This design comes from an exercise in tuning for small area, a short achievable clock period and few clock cycles per item on the open sky130 flow, not from production work. No functional check of the RTL was part of this run. No activity file was given, so power comes from the tool's default toggle rates.

==> flow/flow/run.sh <==
#!/bin/bash
# The standard layout (standard.sh), with these changes in how the layout is made:
#  - every input and output port still gets its own buffer, but a plain buf_1
#    (OpenROAD's buffer_ports -buffer_cell) instead of the default delay buffer;
#    the resizer upsizes it where timing needs;
#  - any further ORFS variables listed in flow/extra_vars (one NAME=value per line).
# make's output goes to flow.log; ORFS keeps each step's own log under orfs/logs.
set -euo pipefail
MARGIN=${MARGIN:-6.8}
PORTBUF=${PORTBUF:-sky130_fd_sc_hd__buf_1}
EXTRA="'BUFFER_PORTS_ARGS=-buffer_cell ${PORTBUF}'"
if [[ -f flow/extra_vars ]]; then
  while read -r line; do
    [[ -z "$line" || "$line" == \#* ]] && continue
    EXTRA="$EXTRA '$line'"
  done < flow/extra_vars
fi
sed -E -e "s/SETUP_SLACK_MARGIN=[^ ]+/SETUP_SLACK_MARGIN=${MARGIN}/" \
       -e "s|CLKGATE_MAP_FILE= |CLKGATE_MAP_FILE= ${EXTRA} |" \
       standard.sh > standard_mod.sh
grep -q "BUFFER_PORTS_ARGS" standard_mod.sh
bash standard_mod.sh > flow.log 2>&1
==> flow/flow/extra_vars <==
SKIP_INCREMENTAL_REPAIR=1
==> flow/standard.sh <==
#!/bin/bash
# synth_recipe.tcl (not shown) runs the flow's synth.tcl, then flattens the netlist and writes it again
# the make line also repeats each setting of config.mk as NAME=value (left out here)
make -C /OpenROAD-flow-scripts/flow DESIGN_CONFIG=/design/flow/config.mk WORK_HOME=/design/flow/orfs CLKGATE_MAP_FILE= SYNTH_SCRIPT=/design/flow/synth_recipe.tcl "${@:-finish}"
==> flow/config.mk <==
export PLATFORM = sky130hd
export DESIGN_NAME = el2_exu_div_ctl
export DESIGN_NICKNAME = el2_exu_div_ctl
export VERILOG_FILES = /design/flow/design.v
export SDC_FILE = /design/flow/constraint.sdc
export NUM_CORES = 8
export LEC_CHECK = 0
export CAP_MARGIN = 40
export CORE_MARGIN = 2
export CORE_UTILIZATION = 40
export SETUP_SLACK_MARGIN = 5
export SLEW_MARGIN = 40
export SYNTH_HIERARCHICAL = 1
export SYNTH_MINIMUM_KEEP_SIZE = 0
==> flow/constraint.sdc <==
create_clock -name core_clock -period 12.0 [get_ports {clk}]
set_input_delay 2.4000 -clock core_clock [delete_from_list [all_inputs] [get_ports {clk}]]
set_output_delay 2.4000 -clock core_clock [all_outputs]
set_load 0.01 [all_outputs]
==> flow/design.v <==
module el2_exu_div_ctl
  (
   input logic           clk,                        
   input logic           rst_l,                      
   input logic           dp_valid,                   
   input logic           dp_unsign,                  
   input logic           dp_rem,                     
   input logic  [31:0]   dividend,                   
   input logic  [31:0]   divisor,                    
   input logic           cancel,                     
   output logic          finish_dly,                 
   output logic [31:0]   out                         
  );
   logic        sv_ff;                  
   logic        it_ff;                  
   logic        fin_ff;                 
   logic [3:0]  cnt_ff;                 
   logic        busy, last;
   logic [31:0] r_ff;                   
   logic [31:0] q_ff;                   
   logic [32:0] b_ff;                   
   logic        rem_ff, neg_ff;         
   assign busy = sv_ff | it_ff;
   assign last = it_ff & (cnt_ff == 4'd0);
   wire  sa = ~dp_unsign & dividend[31];
   wire  sb = ~dp_unsign & divisor[31];
   wire  bz = (divisor == 32'b0);
   wire [31:0] abs_a, abs_b;
   div_cneg_in u_nega (.s(sa), .x(dividend), .y(abs_a));
   div_cneg_in u_negb (.s(sb), .x(divisor),  .y(abs_b));
   wire        q1, d1_co, q2, d2_co;
   wire [31:0] r1, d2;
   div_step34 u_s1 (.en(it_ff), .x({2'b0, r_ff}), .b({1'b0, b_ff}), .q(q1), .co(d1_co), .y(r1));
   div_step33 u_s2 (.en(it_ff), .x({1'b0, r1}), .b({1'b0, b_ff[32:1]}), .q(q2), .co(d2_co), .y(d2));
   wire [31:0] r2_n = busy ? r1 : abs_a;
   wire [31:0] r_next = q2 ? d2 : r2_n;
   wire early = ~d1_co;
   wire [5:0] clza, clzb;
   div_clz32 u_clza (.x(r_ff), .n(clza));
   div_clz32 u_clzb (.x(b_ff[31:0]), .n(clzb));
   wire [5:0]  sdiff = clzb - clza;                     
   wire        bzero = clzb[5];
   wire [3:0]  m     = (bzero | ~sv_ff) ? 4'hf : sdiff[4:1];
   wire [32:0] b_rot;
   div_rot33 u_rot (.b(b_ff), .m(m), .y(b_rot));
   always_ff @(posedge clk or negedge rst_l) begin
      if (!rst_l) begin
         sv_ff  <= 1'b0;
         it_ff  <= 1'b0;
         fin_ff <= 1'b0;
      end
      else begin
         sv_ff  <= dp_valid & ~cancel;
         it_ff  <= ~cancel & ((sv_ff & ~early) | (it_ff & (cnt_ff != 4'd0)));
         fin_ff <= ~cancel & last;
      end
   end
   always_ff @(posedge clk) begin
      cnt_ff <= sv_ff ? m : cnt_ff - 4'd1;
      r_ff   <= r_next;
      q_ff   <= it_ff ? ((last & rem_ff) ? r_next : {q_ff[29:0], q1, q2}) :
                sv_ff ? 32'b0 : (abs_a & {32{dp_rem}});
      b_ff   <= busy ? b_rot : {1'b0, abs_b};
      if (!busy) begin
         rem_ff <= dp_rem;
         neg_ff <= dp_rem ? sa : (sa ^ sb) & ~bz;
      end
   end
   wire [31:0] ans;
   div_cneg_out u_nego (.s(neg_ff), .x(q_ff), .y(ans));
   assign out        = ans;
   assign finish_dly = ~cancel & (fin_ff | (sv_ff & early));
endmodule  
module div_cneg_in (input logic s, input logic [31:0] x, output logic [31:0] y);
   wire yy_po_l0_1 = x[1] | x[0];
   wire yy_po_l0_2 = x[2] | x[1];
   wire yy_po_l0_3 = x[3] | x[2];
   wire yy_po_l0_4 = x[4] | x[3];
   wire yy_po_l0_5 = x[5] | x[4];
   wire yy_po_l0_6 = x[6] | x[5];
   wire yy_po_l0_7 = x[7] | x[6];
   wire yy_po_l0_8 = x[8] | x[7];
   wire yy_po_l0_9 = x[9] | x[8];
   wire yy_po_l0_10 = x[10] | x[9];
   wire yy_po_l0_11 = x[11] | x[10];
   wire yy_po_l0_12 = x[12] | x[11];
   wire yy_po_l0_13 = x[13] | x[12];
   wire yy_po_l0_14 = x[14] | x[13];
   wire yy_po_l0_15 = x[15] | x[14];
   wire yy_po_l0_16 = x[16] | x[15];
   wire yy_po_l0_17 = x[17] | x[16];
   wire yy_po_l0_18 = x[18] | x[17];
   wire yy_po_l0_19 = x[19] | x[18];
   wire yy_po_l0_20 = x[20] | x[19];
   wire yy_po_l0_21 = x[21] | x[20];
   wire yy_po_l0_22 = x[22] | x[21];
   wire yy_po_l0_23 = x[23] | x[22];
   wire yy_po_l0_24 = x[24] | x[23];
   wire yy_po_l0_25 = x[25] | x[24];
   wire yy_po_l0_26 = x[26] | x[25];
   wire yy_po_l0_27 = x[27] | x[26];
   wire yy_po_l0_28 = x[28] | x[27];
   wire yy_po_l0_29 = x[29] | x[28];
   wire yy_po_l0_30 = x[30] | x[29];
   wire yy_po_l1_2 = yy_po_l0_2 | x[0];
   wire yy_po_l1_3 = yy_po_l0_3 | yy_po_l0_1;
   wire yy_po_l1_4 = yy_po_l0_4 | yy_po_l0_2;
   wire yy_po_l1_5 = yy_po_l0_5 | yy_po_l0_3;
   wire yy_po_l1_6 = yy_po_l0_6 | yy_po_l0_4;
   wire yy_po_l1_7 = yy_po_l0_7 | yy_po_l0_5;
   wire yy_po_l1_8 = yy_po_l0_8 | yy_po_l0_6;
   wire yy_po_l1_9 = yy_po_l0_9 | yy_po_l0_7;
   wire yy_po_l1_10 = yy_po_l0_10 | yy_po_l0_8;
   wire yy_po_l1_11 = yy_po_l0_11 | yy_po_l0_9;
   wire yy_po_l1_12 = yy_po_l0_12 | yy_po_l0_10;
   wire yy_po_l1_13 = yy_po_l0_13 | yy_po_l0_11;
   wire yy_po_l1_14 = yy_po_l0_14 | yy_po_l0_12;
   wire yy_po_l1_15 = yy_po_l0_15 | yy_po_l0_13;
   wire yy_po_l1_16 = yy_po_l0_16 | yy_po_l0_14;
   wire yy_po_l1_17 = yy_po_l0_17 | yy_po_l0_15;
   wire yy_po_l1_18 = yy_po_l0_18 | yy_po_l0_16;
   wire yy_po_l1_19 = yy_po_l0_19 | yy_po_l0_17;
   wire yy_po_l1_20 = yy_po_l0_20 | yy_po_l0_18;
   wire yy_po_l1_21 = yy_po_l0_21 | yy_po_l0_19;
   wire yy_po_l1_22 = yy_po_l0_22 | yy_po_l0_20;
   wire yy_po_l1_23 = yy_po_l0_23 | yy_po_l0_21;
   wire yy_po_l1_24 = yy_po_l0_24 | yy_po_l0_22;
   wire yy_po_l1_25 = yy_po_l0_25 | yy_po_l0_23;
   wire yy_po_l1_26 = yy_po_l0_26 | yy_po_l0_24;
   wire yy_po_l1_27 = yy_po_l0_27 | yy_po_l0_25;
   wire yy_po_l1_28 = yy_po_l0_28 | yy_po_l0_26;
   wire yy_po_l1_29 = yy_po_l0_29 | yy_po_l0_27;
   wire yy_po_l1_30 = yy_po_l0_30 | yy_po_l0_28;
   wire yy_po_l2_4 = yy_po_l1_4 | x[0];
   wire yy_po_l2_5 = yy_po_l1_5 | yy_po_l0_1;
   wire yy_po_l2_6 = yy_po_l1_6 | yy_po_l1_2;
   wire yy_po_l2_7 = yy_po_l1_7 | yy_po_l1_3;
   wire yy_po_l2_8 = yy_po_l1_8 | yy_po_l1_4;
   wire yy_po_l2_9 = yy_po_l1_9 | yy_po_l1_5;
   wire yy_po_l2_10 = yy_po_l1_10 | yy_po_l1_6;
   wire yy_po_l2_11 = yy_po_l1_11 | yy_po_l1_7;
   wire yy_po_l2_12 = yy_po_l1_12 | yy_po_l1_8;
   wire yy_po_l2_13 = yy_po_l1_13 | yy_po_l1_9;
   wire yy_po_l2_14 = yy_po_l1_14 | yy_po_l1_10;
   wire yy_po_l2_15 = yy_po_l1_15 | yy_po_l1_11;
   wire yy_po_l2_16 = yy_po_l1_16 | yy_po_l1_12;
   wire yy_po_l2_17 = yy_po_l1_17 | yy_po_l1_13;
   wire yy_po_l2_18 = yy_po_l1_18 | yy_po_l1_14;
   wire yy_po_l2_19 = yy_po_l1_19 | yy_po_l1_15;
   wire yy_po_l2_20 = yy_po_l1_20 | yy_po_l1_16;
   wire yy_po_l2_21 = yy_po_l1_21 | yy_po_l1_17;
   wire yy_po_l2_22 = yy_po_l1_22 | yy_po_l1_18;
   wire yy_po_l2_23 = yy_po_l1_23 | yy_po_l1_19;
   wire yy_po_l2_24 = yy_po_l1_24 | yy_po_l1_20;
   wire yy_po_l2_25 = yy_po_l1_25 | yy_po_l1_21;
   wire yy_po_l2_26 = yy_po_l1_26 | yy_po_l1_22;
   wire yy_po_l2_27 = yy_po_l1_27 | yy_po_l1_23;
   wire yy_po_l2_28 = yy_po_l1_28 | yy_po_l1_24;
   wire yy_po_l2_29 = yy_po_l1_29 | yy_po_l1_25;
   wire yy_po_l2_30 = yy_po_l1_30 | yy_po_l1_26;
   wire yy_po_l3_8 = yy_po_l2_8 | x[0];
   wire yy_po_l3_9 = yy_po_l2_9 | yy_po_l0_1;
   wire yy_po_l3_10 = yy_po_l2_10 | yy_po_l1_2;
   wire yy_po_l3_11 = yy_po_l2_11 | yy_po_l1_3;
   wire yy_po_l3_12 = yy_po_l2_12 | yy_po_l2_4;
   wire yy_po_l3_13 = yy_po_l2_13 | yy_po_l2_5;
   wire yy_po_l3_14 = yy_po_l2_14 | yy_po_l2_6;
   wire yy_po_l3_15 = yy_po_l2_15 | yy_po_l2_7;
   wire yy_po_l3_16 = yy_po_l2_16 | yy_po_l2_8;
   wire yy_po_l3_17 = yy_po_l2_17 | yy_po_l2_9;
   wire yy_po_l3_18 = yy_po_l2_18 | yy_po_l2_10;
   wire yy_po_l3_19 = yy_po_l2_19 | yy_po_l2_11;
   wire yy_po_l3_20 = yy_po_l2_20 | yy_po_l2_12;
   wire yy_po_l3_21 = yy_po_l2_21 | yy_po_l2_13;
   wire yy_po_l3_22 = yy_po_l2_22 | yy_po_l2_14;
   wire yy_po_l3_23 = yy_po_l2_23 | yy_po_l2_15;
   wire yy_po_l3_24 = yy_po_l2_24 | yy_po_l2_16;
   wire yy_po_l3_25 = yy_po_l2_25 | yy_po_l2_17;
   wire yy_po_l3_26 = yy_po_l2_26 | yy_po_l2_18;
   wire yy_po_l3_27 = yy_po_l2_27 | yy_po_l2_19;
   wire yy_po_l3_28 = yy_po_l2_28 | yy_po_l2_20;
   wire yy_po_l3_29 = yy_po_l2_29 | yy_po_l2_21;
   wire yy_po_l3_30 = yy_po_l2_30 | yy_po_l2_22;
   wire yy_po_l4_16 = yy_po_l3_16 | x[0];
   wire yy_po_l4_17 = yy_po_l3_17 | yy_po_l0_1;
   wire yy_po_l4_18 = yy_po_l3_18 | yy_po_l1_2;
   wire yy_po_l4_19 = yy_po_l3_19 | yy_po_l1_3;
   wire yy_po_l4_20 = yy_po_l3_20 | yy_po_l2_4;
   wire yy_po_l4_21 = yy_po_l3_21 | yy_po_l2_5;
   wire yy_po_l4_22 = yy_po_l3_22 | yy_po_l2_6;
   wire yy_po_l4_23 = yy_po_l3_23 | yy_po_l2_7;
   wire yy_po_l4_24 = yy_po_l3_24 | yy_po_l3_8;
   wire yy_po_l4_25 = yy_po_l3_25 | yy_po_l3_9;
   wire yy_po_l4_26 = yy_po_l3_26 | yy_po_l3_10;
   wire yy_po_l4_27 = yy_po_l3_27 | yy_po_l3_11;
   wire yy_po_l4_28 = yy_po_l3_28 | yy_po_l3_12;
   wire yy_po_l4_29 = yy_po_l3_29 | yy_po_l3_13;
   wire yy_po_l4_30 = yy_po_l3_30 | yy_po_l3_14;
   wire [30:0] yy_po;
   assign yy_po[0] = x[0];
   assign yy_po[1] = yy_po_l0_1;
   assign yy_po[2] = yy_po_l1_2;
   assign yy_po[3] = yy_po_l1_3;
   assign yy_po[4] = yy_po_l2_4;
   assign yy_po[5] = yy_po_l2_5;
   assign yy_po[6] = yy_po_l2_6;
   assign yy_po[7] = yy_po_l2_7;
   assign yy_po[8] = yy_po_l3_8;
   assign yy_po[9] = yy_po_l3_9;
   assign yy_po[10] = yy_po_l3_10;
   assign yy_po[11] = yy_po_l3_11;
   assign yy_po[12] = yy_po_l3_12;
   assign yy_po[13] = yy_po_l3_13;
   assign yy_po[14] = yy_po_l3_14;
   assign yy_po[15] = yy_po_l3_15;
   assign yy_po[16] = yy_po_l4_16;
   assign yy_po[17] = yy_po_l4_17;
   assign yy_po[18] = yy_po_l4_18;
   assign yy_po[19] = yy_po_l4_19;
   assign yy_po[20] = yy_po_l4_20;
   assign yy_po[21] = yy_po_l4_21;
   assign yy_po[22] = yy_po_l4_22;
   assign yy_po[23] = yy_po_l4_23;
   assign yy_po[24] = yy_po_l4_24;
   assign yy_po[25] = yy_po_l4_25;
   assign yy_po[26] = yy_po_l4_26;
   assign yy_po[27] = yy_po_l4_27;
   assign yy_po[28] = yy_po_l4_28;
   assign yy_po[29] = yy_po_l4_29;
   assign yy_po[30] = yy_po_l4_30;
   wire [31:0] yy;
   assign yy[0] = x[0];
   assign yy[31:1] = x[31:1] ^ ({31{s}} & yy_po);
   assign y = yy;
endmodule
module div_cneg_out (input logic s, input logic [31:0] x, output logic [31:0] y);
   wire yy_po_l0_1 = x[1] | x[0];
   wire yy_po_l0_3 = x[3] | x[2];
   wire yy_po_l0_5 = x[5] | x[4];
   wire yy_po_l0_7 = x[7] | x[6];
   wire yy_po_l0_9 = x[9] | x[8];
   wire yy_po_l0_11 = x[11] | x[10];
   wire yy_po_l0_13 = x[13] | x[12];
   wire yy_po_l0_15 = x[15] | x[14];
   wire yy_po_l0_17 = x[17] | x[16];
   wire yy_po_l0_19 = x[19] | x[18];
   wire yy_po_l0_21 = x[21] | x[20];
   wire yy_po_l0_23 = x[23] | x[22];
   wire yy_po_l0_25 = x[25] | x[24];
   wire yy_po_l0_27 = x[27] | x[26];
   wire yy_po_l0_29 = x[29] | x[28];
   wire yy_po_l1_2 = x[2] | yy_po_l0_1;
   wire yy_po_l1_3 = yy_po_l0_3 | yy_po_l0_1;
   wire yy_po_l1_6 = x[6] | yy_po_l0_5;
   wire yy_po_l1_7 = yy_po_l0_7 | yy_po_l0_5;
   wire yy_po_l1_10 = x[10] | yy_po_l0_9;
   wire yy_po_l1_11 = yy_po_l0_11 | yy_po_l0_9;
   wire yy_po_l1_14 = x[14] | yy_po_l0_13;
   wire yy_po_l1_15 = yy_po_l0_15 | yy_po_l0_13;
   wire yy_po_l1_18 = x[18] | yy_po_l0_17;
   wire yy_po_l1_19 = yy_po_l0_19 | yy_po_l0_17;
   wire yy_po_l1_22 = x[22] | yy_po_l0_21;
   wire yy_po_l1_23 = yy_po_l0_23 | yy_po_l0_21;
   wire yy_po_l1_26 = x[26] | yy_po_l0_25;
   wire yy_po_l1_27 = yy_po_l0_27 | yy_po_l0_25;
   wire yy_po_l1_30 = x[30] | yy_po_l0_29;
   wire yy_po_l2_4 = x[4] | yy_po_l1_3;
   wire yy_po_l2_5 = yy_po_l0_5 | yy_po_l1_3;
   wire yy_po_l2_6 = yy_po_l1_6 | yy_po_l1_3;
   wire yy_po_l2_7 = yy_po_l1_7 | yy_po_l1_3;
   wire yy_po_l2_12 = x[12] | yy_po_l1_11;
   wire yy_po_l2_13 = yy_po_l0_13 | yy_po_l1_11;
   wire yy_po_l2_14 = yy_po_l1_14 | yy_po_l1_11;
   wire yy_po_l2_15 = yy_po_l1_15 | yy_po_l1_11;
   wire yy_po_l2_20 = x[20] | yy_po_l1_19;
   wire yy_po_l2_21 = yy_po_l0_21 | yy_po_l1_19;
   wire yy_po_l2_22 = yy_po_l1_22 | yy_po_l1_19;
   wire yy_po_l2_23 = yy_po_l1_23 | yy_po_l1_19;
   wire yy_po_l2_28 = x[28] | yy_po_l1_27;
   wire yy_po_l2_29 = yy_po_l0_29 | yy_po_l1_27;
   wire yy_po_l2_30 = yy_po_l1_30 | yy_po_l1_27;
   wire yy_po_l3_8 = x[8] | yy_po_l2_7;
   wire yy_po_l3_9 = yy_po_l0_9 | yy_po_l2_7;
   wire yy_po_l3_10 = yy_po_l1_10 | yy_po_l2_7;
   wire yy_po_l3_11 = yy_po_l1_11 | yy_po_l2_7;
   wire yy_po_l3_12 = yy_po_l2_12 | yy_po_l2_7;
   wire yy_po_l3_13 = yy_po_l2_13 | yy_po_l2_7;
   wire yy_po_l3_14 = yy_po_l2_14 | yy_po_l2_7;
   wire yy_po_l3_15 = yy_po_l2_15 | yy_po_l2_7;
   wire yy_po_l3_24 = x[24] | yy_po_l2_23;
   wire yy_po_l3_25 = yy_po_l0_25 | yy_po_l2_23;
   wire yy_po_l3_26 = yy_po_l1_26 | yy_po_l2_23;
   wire yy_po_l3_27 = yy_po_l1_27 | yy_po_l2_23;
   wire yy_po_l3_28 = yy_po_l2_28 | yy_po_l2_23;
   wire yy_po_l3_29 = yy_po_l2_29 | yy_po_l2_23;
   wire yy_po_l3_30 = yy_po_l2_30 | yy_po_l2_23;
   wire yy_po_l4_16 = x[16] | yy_po_l3_15;
   wire yy_po_l4_17 = yy_po_l0_17 | yy_po_l3_15;
   wire yy_po_l4_18 = yy_po_l1_18 | yy_po_l3_15;
   wire yy_po_l4_19 = yy_po_l1_19 | yy_po_l3_15;
   wire yy_po_l4_20 = yy_po_l2_20 | yy_po_l3_15;
   wire yy_po_l4_21 = yy_po_l2_21 | yy_po_l3_15;
   wire yy_po_l4_22 = yy_po_l2_22 | yy_po_l3_15;
   wire yy_po_l4_23 = yy_po_l2_23 | yy_po_l3_15;
   wire yy_po_l4_24 = yy_po_l3_24 | yy_po_l3_15;
   wire yy_po_l4_25 = yy_po_l3_25 | yy_po_l3_15;
   wire yy_po_l4_26 = yy_po_l3_26 | yy_po_l3_15;
   wire yy_po_l4_27 = yy_po_l3_27 | yy_po_l3_15;
   wire yy_po_l4_28 = yy_po_l3_28 | yy_po_l3_15;
   wire yy_po_l4_29 = yy_po_l3_29 | yy_po_l3_15;
   wire yy_po_l4_30 = yy_po_l3_30 | yy_po_l3_15;
   wire [30:0] yy_po;
   assign yy_po[0] = x[0];
   assign yy_po[1] = yy_po_l0_1;
   assign yy_po[2] = yy_po_l1_2;
   assign yy_po[3] = yy_po_l1_3;
   assign yy_po[4] = yy_po_l2_4;
   assign yy_po[5] = yy_po_l2_5;
   assign yy_po[6] = yy_po_l2_6;
   assign yy_po[7] = yy_po_l2_7;
   assign yy_po[8] = yy_po_l3_8;
   assign yy_po[9] = yy_po_l3_9;
   assign yy_po[10] = yy_po_l3_10;
   assign yy_po[11] = yy_po_l3_11;
   assign yy_po[12] = yy_po_l3_12;
   assign yy_po[13] = yy_po_l3_13;
   assign yy_po[14] = yy_po_l3_14;
   assign yy_po[15] = yy_po_l3_15;
   assign yy_po[16] = yy_po_l4_16;
   assign yy_po[17] = yy_po_l4_17;
   assign yy_po[18] = yy_po_l4_18;
   assign yy_po[19] = yy_po_l4_19;
   assign yy_po[20] = yy_po_l4_20;
   assign yy_po[21] = yy_po_l4_21;
   assign yy_po[22] = yy_po_l4_22;
   assign yy_po[23] = yy_po_l4_23;
   assign yy_po[24] = yy_po_l4_24;
   assign yy_po[25] = yy_po_l4_25;
   assign yy_po[26] = yy_po_l4_26;
   assign yy_po[27] = yy_po_l4_27;
   assign yy_po[28] = yy_po_l4_28;
   assign yy_po[29] = yy_po_l4_29;
   assign yy_po[30] = yy_po_l4_30;
   wire [31:0] yy;
   assign yy[0] = x[0];
   assign yy[31:1] = x[31:1] ^ ({31{s}} & yy_po);
   assign y = yy;
endmodule
module div_step34 (input logic en, input logic [33:0] x, input logic [33:0] b, output logic q, output logic co, output logic [31:0] y);
   wire [33:0] d_p0 = x ^ ~b;
   wire [33:0] d_g0 = x & ~b;
   wire d_g1_1 = d_g0[1] | (d_p0[1] & (d_g0[0] | d_p0[0]));
   wire d_g1_3 = d_g0[3] | (d_p0[3] & d_g0[2]);
   wire d_p1_3 = d_p0[3] & d_p0[2];
   wire d_g1_5 = d_g0[5] | (d_p0[5] & d_g0[4]);
   wire d_p1_5 = d_p0[5] & d_p0[4];
   wire d_g1_7 = d_g0[7] | (d_p0[7] & d_g0[6]);
   wire d_p1_7 = d_p0[7] & d_p0[6];
   wire d_g1_9 = d_g0[9] | (d_p0[9] & d_g0[8]);
   wire d_p1_9 = d_p0[9] & d_p0[8];
   wire d_g1_11 = d_g0[11] | (d_p0[11] & d_g0[10]);
   wire d_p1_11 = d_p0[11] & d_p0[10];
   wire d_g1_13 = d_g0[13] | (d_p0[13] & d_g0[12]);
   wire d_p1_13 = d_p0[13] & d_p0[12];
   wire d_g1_15 = d_g0[15] | (d_p0[15] & d_g0[14]);
   wire d_p1_15 = d_p0[15] & d_p0[14];
   wire d_g1_17 = d_g0[17] | (d_p0[17] & d_g0[16]);
   wire d_p1_17 = d_p0[17] & d_p0[16];
   wire d_g1_19 = d_g0[19] | (d_p0[19] & d_g0[18]);
   wire d_p1_19 = d_p0[19] & d_p0[18];
   wire d_g1_21 = d_g0[21] | (d_p0[21] & d_g0[20]);
   wire d_p1_21 = d_p0[21] & d_p0[20];
   wire d_g1_23 = d_g0[23] | (d_p0[23] & d_g0[22]);
   wire d_p1_23 = d_p0[23] & d_p0[22];
   wire d_g1_25 = d_g0[25] | (d_p0[25] & d_g0[24]);
   wire d_p1_25 = d_p0[25] & d_p0[24];
   wire d_g1_27 = d_g0[27] | (d_p0[27] & d_g0[26]);
   wire d_p1_27 = d_p0[27] & d_p0[26];
   wire d_g1_29 = d_g0[29] | (d_p0[29] & d_g0[28]);
   wire d_p1_29 = d_p0[29] & d_p0[28];
   wire d_g1_31 = d_g0[31] | (d_p0[31] & d_g0[30]);
   wire d_p1_31 = d_p0[31] & d_p0[30];
   wire d_g1_33 = d_g0[33] | (d_p0[33] & d_g0[32]);
   wire d_p1_33 = d_p0[33] & d_p0[32];
   wire d_g2_3 = d_g1_3 | (d_p1_3 & d_g1_1);
   wire d_g2_7 = d_g1_7 | (d_p1_7 & d_g1_5);
   wire d_p2_7 = d_p1_7 & d_p1_5;
   wire d_g2_11 = d_g1_11 | (d_p1_11 & d_g1_9);
   wire d_p2_11 = d_p1_11 & d_p1_9;
   wire d_g2_15 = d_g1_15 | (d_p1_15 & d_g1_13);
   wire d_p2_15 = d_p1_15 & d_p1_13;
   wire d_g2_19 = d_g1_19 | (d_p1_19 & d_g1_17);
   wire d_p2_19 = d_p1_19 & d_p1_17;
   wire d_g2_23 = d_g1_23 | (d_p1_23 & d_g1_21);
   wire d_p2_23 = d_p1_23 & d_p1_21;
   wire d_g2_27 = d_g1_27 | (d_p1_27 & d_g1_25);
   wire d_p2_27 = d_p1_27 & d_p1_25;
   wire d_g2_31 = d_g1_31 | (d_p1_31 & d_g1_29);
   wire d_p2_31 = d_p1_31 & d_p1_29;
   wire d_g3_7 = d_g2_7 | (d_p2_7 & d_g2_3);
   wire d_g3_15 = d_g2_15 | (d_p2_15 & d_g2_11);
   wire d_p3_15 = d_p2_15 & d_p2_11;
   wire d_g3_23 = d_g2_23 | (d_p2_23 & d_g2_19);
   wire d_p3_23 = d_p2_23 & d_p2_19;
   wire d_g3_31 = d_g2_31 | (d_p2_31 & d_g2_27);
   wire d_p3_31 = d_p2_31 & d_p2_27;
   wire d_g4_15 = d_g3_15 | (d_p3_15 & d_g3_7);
   wire d_g4_31 = d_g3_31 | (d_p3_31 & d_g3_23);
   wire d_p4_31 = d_p3_31 & d_p3_23;
   wire d_g5_31 = d_g4_31 | (d_p4_31 & d_g4_15);
   wire d_g7_23 = d_g3_23 | (d_p3_23 & d_g4_15);
   wire d_g8_11 = d_g2_11 | (d_p2_11 & d_g3_7);
   wire d_g8_19 = d_g2_19 | (d_p2_19 & d_g4_15);
   wire d_g8_27 = d_g2_27 | (d_p2_27 & d_g7_23);
   wire d_g9_5 = d_g1_5 | (d_p1_5 & d_g2_3);
   wire d_g9_9 = d_g1_9 | (d_p1_9 & d_g3_7);
   wire d_g9_13 = d_g1_13 | (d_p1_13 & d_g8_11);
   wire d_g9_17 = d_g1_17 | (d_p1_17 & d_g4_15);
   wire d_g9_21 = d_g1_21 | (d_p1_21 & d_g8_19);
   wire d_g9_25 = d_g1_25 | (d_p1_25 & d_g7_23);
   wire d_g9_29 = d_g1_29 | (d_p1_29 & d_g8_27);
   wire d_g9_33 = d_g1_33 | (d_p1_33 & d_g5_31);
   wire d_g10_2 = d_g0[2] | (d_p0[2] & d_g1_1);
   wire d_g10_4 = d_g0[4] | (d_p0[4] & d_g2_3);
   wire d_g10_6 = d_g0[6] | (d_p0[6] & d_g9_5);
   wire d_g10_8 = d_g0[8] | (d_p0[8] & d_g3_7);
   wire d_g10_10 = d_g0[10] | (d_p0[10] & d_g9_9);
   wire d_g10_12 = d_g0[12] | (d_p0[12] & d_g8_11);
   wire d_g10_14 = d_g0[14] | (d_p0[14] & d_g9_13);
   wire d_g10_16 = d_g0[16] | (d_p0[16] & d_g4_15);
   wire d_g10_18 = d_g0[18] | (d_p0[18] & d_g9_17);
   wire d_g10_20 = d_g0[20] | (d_p0[20] & d_g8_19);
   wire d_g10_22 = d_g0[22] | (d_p0[22] & d_g9_21);
   wire d_g10_24 = d_g0[24] | (d_p0[24] & d_g7_23);
   wire d_g10_26 = d_g0[26] | (d_p0[26] & d_g9_25);
   wire d_g10_28 = d_g0[28] | (d_p0[28] & d_g8_27);
   wire d_g10_30 = d_g0[30] | (d_p0[30] & d_g9_29);
   wire d_g10_32 = d_g0[32] | (d_p0[32] & d_g5_31);
   wire [33:0] d_c = {d_g9_33, d_g10_32, d_g5_31, d_g10_30, d_g9_29, d_g10_28, d_g8_27, d_g10_26, d_g9_25, d_g10_24, d_g7_23, d_g10_22, d_g9_21, d_g10_20, d_g8_19, d_g10_18, d_g9_17, d_g10_16, d_g4_15, d_g10_14, d_g9_13, d_g10_12, d_g8_11, d_g10_10, d_g9_9, d_g10_8, d_g3_7, d_g10_6, d_g9_5, d_g10_4, d_g2_3, d_g10_2, d_g1_1, (d_g0[0] | d_p0[0])};
   wire [33:0] d = d_p0 ^ {d_c[32:0], 1'b1};
   wire d_co = d_c[33];
   assign co = d_co;
   assign q  = en & d_co;
   assign y  = q ? d[31:0] : x[31:0];
endmodule
module div_step33 (input logic en, input logic [32:0] x, input logic [32:0] b, output logic q, output logic co, output logic [31:0] y);
   wire [32:0] d_p0 = x ^ ~b;
   wire [32:0] d_g0 = x & ~b;
   wire d_g1_1 = d_g0[1] | (d_p0[1] & (d_g0[0] | d_p0[0]));
   wire d_g1_3 = d_g0[3] | (d_p0[3] & d_g0[2]);
   wire d_p1_3 = d_p0[3] & d_p0[2];
   wire d_g1_5 = d_g0[5] | (d_p0[5] & d_g0[4]);
   wire d_p1_5 = d_p0[5] & d_p0[4];
   wire d_g1_7 = d_g0[7] | (d_p0[7] & d_g0[6]);
   wire d_p1_7 = d_p0[7] & d_p0[6];
   wire d_g1_9 = d_g0[9] | (d_p0[9] & d_g0[8]);
   wire d_p1_9 = d_p0[9] & d_p0[8];
   wire d_g1_11 = d_g0[11] | (d_p0[11] & d_g0[10]);
   wire d_p1_11 = d_p0[11] & d_p0[10];
   wire d_g1_13 = d_g0[13] | (d_p0[13] & d_g0[12]);
   wire d_p1_13 = d_p0[13] & d_p0[12];
   wire d_g1_15 = d_g0[15] | (d_p0[15] & d_g0[14]);
   wire d_p1_15 = d_p0[15] & d_p0[14];
   wire d_g1_17 = d_g0[17] | (d_p0[17] & d_g0[16]);
   wire d_p1_17 = d_p0[17] & d_p0[16];
   wire d_g1_19 = d_g0[19] | (d_p0[19] & d_g0[18]);
   wire d_p1_19 = d_p0[19] & d_p0[18];
   wire d_g1_21 = d_g0[21] | (d_p0[21] & d_g0[20]);
   wire d_p1_21 = d_p0[21] & d_p0[20];
   wire d_g1_23 = d_g0[23] | (d_p0[23] & d_g0[22]);
   wire d_p1_23 = d_p0[23] & d_p0[22];
   wire d_g1_25 = d_g0[25] | (d_p0[25] & d_g0[24]);
   wire d_p1_25 = d_p0[25] & d_p0[24];
   wire d_g1_27 = d_g0[27] | (d_p0[27] & d_g0[26]);
   wire d_p1_27 = d_p0[27] & d_p0[26];
   wire d_g1_29 = d_g0[29] | (d_p0[29] & d_g0[28]);
   wire d_p1_29 = d_p0[29] & d_p0[28];
   wire d_g1_31 = d_g0[31] | (d_p0[31] & d_g0[30]);
   wire d_p1_31 = d_p0[31] & d_p0[30];
   wire d_g2_3 = d_g1_3 | (d_p1_3 & d_g1_1);
   wire d_g2_7 = d_g1_7 | (d_p1_7 & d_g1_5);
   wire d_p2_7 = d_p1_7 & d_p1_5;
   wire d_g2_11 = d_g1_11 | (d_p1_11 & d_g1_9);
   wire d_p2_11 = d_p1_11 & d_p1_9;
   wire d_g2_15 = d_g1_15 | (d_p1_15 & d_g1_13);
   wire d_p2_15 = d_p1_15 & d_p1_13;
   wire d_g2_19 = d_g1_19 | (d_p1_19 & d_g1_17);
   wire d_p2_19 = d_p1_19 & d_p1_17;
   wire d_g2_23 = d_g1_23 | (d_p1_23 & d_g1_21);
   wire d_p2_23 = d_p1_23 & d_p1_21;
   wire d_g2_27 = d_g1_27 | (d_p1_27 & d_g1_25);
   wire d_p2_27 = d_p1_27 & d_p1_25;
   wire d_g2_31 = d_g1_31 | (d_p1_31 & d_g1_29);
   wire d_p2_31 = d_p1_31 & d_p1_29;
   wire d_g3_7 = d_g2_7 | (d_p2_7 & d_g2_3);
   wire d_g3_15 = d_g2_15 | (d_p2_15 & d_g2_11);
   wire d_p3_15 = d_p2_15 & d_p2_11;
   wire d_g3_23 = d_g2_23 | (d_p2_23 & d_g2_19);
   wire d_p3_23 = d_p2_23 & d_p2_19;
   wire d_g3_31 = d_g2_31 | (d_p2_31 & d_g2_27);
   wire d_p3_31 = d_p2_31 & d_p2_27;
   wire d_g4_15 = d_g3_15 | (d_p3_15 & d_g3_7);
   wire d_g4_31 = d_g3_31 | (d_p3_31 & d_g3_23);
   wire d_p4_31 = d_p3_31 & d_p3_23;
   wire d_g5_31 = d_g4_31 | (d_p4_31 & d_g4_15);
   wire d_g7_23 = d_g3_23 | (d_p3_23 & d_g4_15);
   wire d_g8_11 = d_g2_11 | (d_p2_11 & d_g3_7);
   wire d_g8_19 = d_g2_19 | (d_p2_19 & d_g4_15);
   wire d_g8_27 = d_g2_27 | (d_p2_27 & d_g7_23);
   wire d_g9_5 = d_g1_5 | (d_p1_5 & d_g2_3);
   wire d_g9_9 = d_g1_9 | (d_p1_9 & d_g3_7);
   wire d_g9_13 = d_g1_13 | (d_p1_13 & d_g8_11);
   wire d_g9_17 = d_g1_17 | (d_p1_17 & d_g4_15);
   wire d_g9_21 = d_g1_21 | (d_p1_21 & d_g8_19);
   wire d_g9_25 = d_g1_25 | (d_p1_25 & d_g7_23);
   wire d_g9_29 = d_g1_29 | (d_p1_29 & d_g8_27);
   wire d_g10_2 = d_g0[2] | (d_p0[2] & d_g1_1);
   wire d_g10_4 = d_g0[4] | (d_p0[4] & d_g2_3);
   wire d_g10_6 = d_g0[6] | (d_p0[6] & d_g9_5);
   wire d_g10_8 = d_g0[8] | (d_p0[8] & d_g3_7);
   wire d_g10_10 = d_g0[10] | (d_p0[10] & d_g9_9);
   wire d_g10_12 = d_g0[12] | (d_p0[12] & d_g8_11);
   wire d_g10_14 = d_g0[14] | (d_p0[14] & d_g9_13);
   wire d_g10_16 = d_g0[16] | (d_p0[16] & d_g4_15);
   wire d_g10_18 = d_g0[18] | (d_p0[18] & d_g9_17);
   wire d_g10_20 = d_g0[20] | (d_p0[20] & d_g8_19);
   wire d_g10_22 = d_g0[22] | (d_p0[22] & d_g9_21);
   wire d_g10_24 = d_g0[24] | (d_p0[24] & d_g7_23);
   wire d_g10_26 = d_g0[26] | (d_p0[26] & d_g9_25);
   wire d_g10_28 = d_g0[28] | (d_p0[28] & d_g8_27);
   wire d_g10_30 = d_g0[30] | (d_p0[30] & d_g9_29);
   wire d_g10_32 = d_g0[32] | (d_p0[32] & d_g5_31);
   wire [32:0] d_c = {d_g10_32, d_g5_31, d_g10_30, d_g9_29, d_g10_28, d_g8_27, d_g10_26, d_g9_25, d_g10_24, d_g7_23, d_g10_22, d_g9_21, d_g10_20, d_g8_19, d_g10_18, d_g9_17, d_g10_16, d_g4_15, d_g10_14, d_g9_13, d_g10_12, d_g8_11, d_g10_10, d_g9_9, d_g10_8, d_g3_7, d_g10_6, d_g9_5, d_g10_4, d_g2_3, d_g10_2, d_g1_1, (d_g0[0] | d_p0[0])};
   wire [32:0] d = d_p0 ^ {d_c[31:0], 1'b1};
   wire d_co = d_c[32];
   assign co = d_co;
   assign q  = en & d_co;
   assign y  = d[31:0];
endmodule
module div_clz32 (input logic [31:0] x, output logic [5:0] n);
   wire c_v0_0 = x[1] | x[0];
   wire c_z0_0 = ~x[1];
   wire c_v0_1 = x[3] | x[2];
   wire c_z0_1 = ~x[3];
   wire c_v0_2 = x[5] | x[4];
   wire c_z0_2 = ~x[5];
   wire c_v0_3 = x[7] | x[6];
   wire c_z0_3 = ~x[7];
   wire c_v0_4 = x[9] | x[8];
   wire c_z0_4 = ~x[9];
   wire c_v0_5 = x[11] | x[10];
   wire c_z0_5 = ~x[11];
   wire c_v0_6 = x[13] | x[12];
   wire c_z0_6 = ~x[13];
   wire c_v0_7 = x[15] | x[14];
   wire c_z0_7 = ~x[15];
   wire c_v0_8 = x[17] | x[16];
   wire c_z0_8 = ~x[17];
   wire c_v0_9 = x[19] | x[18];
   wire c_z0_9 = ~x[19];
   wire c_v0_10 = x[21] | x[20];
   wire c_z0_10 = ~x[21];
   wire c_v0_11 = x[23] | x[22];
   wire c_z0_11 = ~x[23];
   wire c_v0_12 = x[25] | x[24];
   wire c_z0_12 = ~x[25];
   wire c_v0_13 = x[27] | x[26];
   wire c_z0_13 = ~x[27];
   wire c_v0_14 = x[29] | x[28];
   wire c_z0_14 = ~x[29];
   wire c_v0_15 = x[31] | x[30];
   wire c_z0_15 = ~x[31];
   wire c_v1_0 = c_v0_1 | c_v0_0;
   wire c_z1_0_0 = c_v0_1 ? c_z0_1 : c_z0_0;
   wire c_v1_1 = c_v0_3 | c_v0_2;
   wire c_z1_1_0 = c_v0_3 ? c_z0_3 : c_z0_2;
   wire c_v1_2 = c_v0_5 | c_v0_4;
   wire c_z1_2_0 = c_v0_5 ? c_z0_5 : c_z0_4;
   wire c_v1_3 = c_v0_7 | c_v0_6;
   wire c_z1_3_0 = c_v0_7 ? c_z0_7 : c_z0_6;
   wire c_v1_4 = c_v0_9 | c_v0_8;
   wire c_z1_4_0 = c_v0_9 ? c_z0_9 : c_z0_8;
   wire c_v1_5 = c_v0_11 | c_v0_10;
   wire c_z1_5_0 = c_v0_11 ? c_z0_11 : c_z0_10;
   wire c_v1_6 = c_v0_13 | c_v0_12;
   wire c_z1_6_0 = c_v0_13 ? c_z0_13 : c_z0_12;
   wire c_v1_7 = c_v0_15 | c_v0_14;
   wire c_z1_7_0 = c_v0_15 ? c_z0_15 : c_z0_14;
   wire c_v2_0 = c_v1_1 | c_v1_0;
   wire c_z2_0_0 = c_v1_1 ? ~c_v0_3 : ~c_v0_1;
   wire c_z2_0_1 = c_v1_1 ? c_z1_1_0 : c_z1_0_0;
   wire c_v2_1 = c_v1_3 | c_v1_2;
   wire c_z2_1_0 = c_v1_3 ? ~c_v0_7 : ~c_v0_5;
   wire c_z2_1_1 = c_v1_3 ? c_z1_3_0 : c_z1_2_0;
   wire c_v2_2 = c_v1_5 | c_v1_4;
   wire c_z2_2_0 = c_v1_5 ? ~c_v0_11 : ~c_v0_9;
   wire c_z2_2_1 = c_v1_5 ? c_z1_5_0 : c_z1_4_0;
   wire c_v2_3 = c_v1_7 | c_v1_6;
   wire c_z2_3_0 = c_v1_7 ? ~c_v0_15 : ~c_v0_13;
   wire c_z2_3_1 = c_v1_7 ? c_z1_7_0 : c_z1_6_0;
   wire c_v3_0 = c_v2_1 | c_v2_0;
   wire c_z3_0_0 = c_v2_1 ? ~c_v1_3 : ~c_v1_1;
   wire c_z3_0_1 = c_v2_1 ? c_z2_1_0 : c_z2_0_0;
   wire c_z3_0_2 = c_v2_1 ? c_z2_1_1 : c_z2_0_1;
   wire c_v3_1 = c_v2_3 | c_v2_2;
   wire c_z3_1_0 = c_v2_3 ? ~c_v1_7 : ~c_v1_5;
   wire c_z3_1_1 = c_v2_3 ? c_z2_3_0 : c_z2_2_0;
   wire c_z3_1_2 = c_v2_3 ? c_z2_3_1 : c_z2_2_1;
   wire c_v4_0 = c_v3_1 | c_v3_0;
   wire c_z4_0_0 = c_v3_1 ? ~c_v2_3 : ~c_v2_1;
   wire c_z4_0_1 = c_v3_1 ? c_z3_1_0 : c_z3_0_0;
   wire c_z4_0_2 = c_v3_1 ? c_z3_1_1 : c_z3_0_1;
   wire c_z4_0_3 = c_v3_1 ? c_z3_1_2 : c_z3_0_2;
   wire [5:0] c = {~c_v4_0, c_v4_0 & ~c_v3_1, c_v4_0 & c_z4_0_0, c_v4_0 & c_z4_0_1, c_v4_0 & c_z4_0_2, c_v4_0 & c_z4_0_3};
   assign n = c;
endmodule
module div_rot33 (input logic [32:0] b, input logic [3:0] m, output logic [32:0] y);
   wire [32:0] b_r1  = {b[31:0], b[32]};
   wire [32:0] b_r2  = m[0] ? {b_r1[30:0], b_r1[32:31]} : b_r1;
   wire [32:0] b_r4  = m[1] ? {b_r2[28:0], b_r2[32:29]} : b_r2;
   wire [32:0] b_r8  = m[2] ? {b_r4[24:0], b_r4[32:25]} : b_r4;
   assign y          = m[3] ? {b_r8[16:0], b_r8[32:17]} : b_r8;
endmodule
==> run notes <==
-- flip-flops by register name, indices dropped and copies added (netlist names) --
| register | cells |
|---|---|
| sv_ff | 1 |
| neg_ff | 1 |
| it_ff | 1 |
| q_ff | 32 |
| r_ff | 32 |
| fin_ff | 1 |
| b_ff | 33 |
| cnt_ff | 4 |
| rem_ff | 1 |
-- power by group through the flow --
stage                     logic [mW]  clock network [mW]  registers, mW
after floorplan                 2.16                   0          0.665
final                           2.74               0.331          0.845
after detailed placement        2.66                   0          0.828
after global placement          2.61                   0          0.831
after CTS                       2.74               0.337          0.836
after global routing            3.04               0.350          0.862
-- worst min-delay path by stage --
| stage | cells past startpoint | start | slack (ns) | endpoint |
|---|---|---|---|---|
| final | 1 | cnt_ff[0] | 0.48 | cnt_ff[0] |
| after global routing | 1 | cnt_ff[0] | 0.51 | cnt_ff[0] |
| after CTS | 1 | cnt_ff[0] | 0.48 | cnt_ff[0] |
| after floorplan | 1 | cnt_ff[0] | 0.44 | cnt_ff[0] |
| after global placement | 1 | cnt_ff[0] | 0.47 | cnt_ff[0] |
| after detailed placement | 1 | cnt_ff[0] | 0.48 | cnt_ff[0] |
-- area by class of cell --
| cell class | count | area share |
|---|---|---|
| Tap cell | 396 | 0.0363 |
| Clock inverter | 6 | 0.00642 |
| Inverter | 120 | 0.0330 |
| Clock buffer | 10 | 0.0168 |
| Multi-Input combinational cell | 1006 | 0.699 |
| Sequential cell | 106 | 0.162 |
| Timing Repair Buffer | 122 | 0.0462 |
-- cell usage in the layout (no fill, tap or decap), types with 9 or more instances in the layout --
| cell | instances |
|---|---|
| a21o_1 | 14 |
| a21oi_1 | 44 |
| a221o_1 | 32 |
| and3_1 | 35 |
| buf_1 | 100 |
| buf_4 | 12 |
| clkbuf_16 | 9 |
| dfxtp_1 | 71 |
| dfxtp_2 | 22 |
| fa_1 | 32 |
| ha_1 | 69 |
| inv_1 | 120 |
| mux2_2 | 37 |
| mux2_4 | 21 |
| mux2i_1 | 40 |
| mux4_2 | 59 |
| nand2_1 | 88 |
| nand2b_1 | 14 |
| nand3_1 | 10 |
| nand4_1 | 14 |
| nor2_1 | 40 |
| nor2b_1 | 11 |
| nor3_1 | 15 |
| nor4_1 | 27 |
| o21ai_0 | 36 |
| o21ai_1 | 12 |
| o21ai_2 | 36 |
| o31ai_1 | 31 |
| o41ai_1 | 12 |
| or3_1 | 9 |
| xnor2_1 | 108 |
| xor2_1 | 20 |
-- per-layer routing --
layer	track usage	wire length (µm)	vias up
met5	0	0	-
met2	0.389	18100	315
li1	-	-	4956
met4	0.0555	618	0
met1	0.280	15000	5063
met3	0.0422	2300	39
-- worst max-delay path, stage by stage (launching register included) --
cell       delay [ns]
dfxtp_4          0.41
inv_1            0.06
ha_1             0.33
o211ai_1         0.31
a21oi_4          0.07
o211ai_1         0.17
buf_4            0.16
a31oi_4          0.10
o41ai_4          0.34
buf_12           0.17
mux2i_1          0.23
inv_1            0.07
ha_1             0.19
fa_1             0.37
nand2b_1         0.18
a21oi_2          0.18
o2111ai_2        0.18
o211a_4          0.33
o21ai_4          0.18
a21oi_1          0.13
fa_1             0.49
inv_1            0.04
nand2_1          0.04
o21ai_1          0.08
a221o_1          0.33
-- through the flow --
| stage | area (µm²) | power (mW) | hold WS (ns) |
|---|---|---|---|
| final | 13600 | 3.92 | 0.482 |
| after detailed placement | 13000 | 3.48 | 0.475 |
| after floorplan | 12500 | 2.83 | 0.442 |
| after global placement | 13000 | 3.44 | 0.471 |
| after global routing | 13600 | 4.25 | 0.515 |
| after CTS | 13600 | 3.91 | 0.485 |
==> impl_metrics.py <==
metrics = {
    "layout": {
        "antennaDiodeCount": 0,
        "final_nets": 1537,
        "final_cells": 1766,
        "final_util": 0.446,
        "multi_input_area_um2": 9530,
        "seq_area_um2": 2210,
        "syn2layout_area_growth_pct": 9.50,
        "fill_cells": 2967,
        "drive_above_1_share": 0.221,
    },
    "power": {
        "share_seq_of_total_power": 0.216,
        "p_sw_frac": 0.483,
        "power_leakage_nw": 5.56,
        "pwr-share-comb": 0.700,
        "internal-power_mw": 2.03,
        "power_density_nw_per_um2": 287,
        "p_sw_mw": 1.89,
        "peakVddDrop_mv": 0.123,
        "clkPwrFrac": 0.084,
    },
    "floorplan": {
        "rows": 64,
        "io_pins": 103,
        "coreArea_um2": 30600,
        "dieWidth_um": 180,
        "start_util": 0.407,
        "fp.dieH_um": 180,
        "dieArea_um2": 32600,
    },
    "critical_path": {
        "startpoint_type": "flip-flop",
        "r2r_end": "q_ff[30]",
        "cp_data_arrival_time_ns": 5.53,
        "rrSetupSlack_ns": 6.73,
        "path_max_fanout": 9,
        "required_ns": 12.26,
        "r2r_start": "b_ff[3]",
        "startpoint": "b_ff[3]",
        "r2r_cells": 24,
        "critical_path_class": "flip-flop to flip-flop",
        "critPathCaptureType": "flip-flop",
        "crit_end": "q_ff[30]",
    },
    "placement": {
        "placed_cells": 1740,
        "gp_congestion": 0.914,
        "io_buffers": 102,
        "post-place-ws_ns": 5.49,
        "dp_hpwl_um": 28200,
    },
    "routing": {
        "num_vias": 10373,
        "detail_route.vias_per_cell": 5.87,
        "firstDrtPassIters": 5,
        "drtAntennaViolNets": 0,
        "drtIter0Drc": 743,
        "drt_wl_total_um": 36100,
        "routedWlPerCell_um": 20.4,
        "drc": 0,
    },
    "cts": {
        "cts_setup_buffers": 9,
        "cts-htree-levels": 3,
        "cts-buffers-inserted": 9,
        "clkSlewWorstSetupHoldPaths_ns": 0.08,
        "clk_latency_ns": 0.38,
        "ctsResizeCount": 62,
        "tritoncts": "built",
        "cts_sinks": 106,
        "ctsHoldBuffers": 0,
        "cts_root_buf": "clkbuf_16",
        "clockBufferDepth": 2,
    },
    "sta": {
        "finalSetupTns_ns": 0,
        "final_hold_viol_count": 0,
        "setup_violations": 0,
        "worstMarginPinSlew_ns": 0.849,
        "finalWorstSetupSlack_ns": 6.73,
        "clock_skew_ns": 0.0154,
        "relSlewSlack": 0.434,
        "period_share": 0.439,
        "report.final.slew_viol_count": 0,
        "fmax_mhz": 190,
        "period_minus_slack_ns": 5.27,
    },
    "outcome": {
        "outcome": "finished clean",
    },
    "flow_run": {
        "maxCapViolCount": 0,
    },
    "global_route": {
        "grt_pass1_vias": 10415,
        "grt_antenna_before_repair": 0,
        "grt_max_degree": 67,
        "overflow": 0,
        "grt_usage": 0.222,
        "grt_pass1_wl_um": 57700,
    },
    "yosys": {
        "synth_warnings": 7,
        "synth_cells": 1292,
        "synth_area_per_cell_um2": 9.64,
        "mappedNetlistArea_um2": 12500,
    },
    "min_path": {
        "hp-class": "flip-flop to flip-flop",
    },
}

==> afterwards: timing with drivers on the ports <==
No port has a modelled driver above. Below, the same layout with a new extraction and two added sets of constraints.
Step 1 sets driving cells, clkbuf_16 on the clock port and buf_2 on the other inputs (assumed; they add their load-dependent delay and slew).
Step 2 adds t to the input delays and takes it off the output delays; t is the mean of the earliest and latest rising clock arrival at the registers after step 1. Input paths then give back, and output paths get back, about the clock's delay inside the block.
a / b / c = ideal ports / drivers / drivers and shift; a / b = the first two.
shift t [ns]: 0.421
setup WS [ns]: 6.734 / 6.732 / 6.734
worst slew at a driven data input, ns: 0.06
cell pins on the clock port's net: 1
After both steps this run still meets setup and hold. For this run, drivers alone change the setup slack by -0.002 ns; drivers and shift together by 0.000 ns.
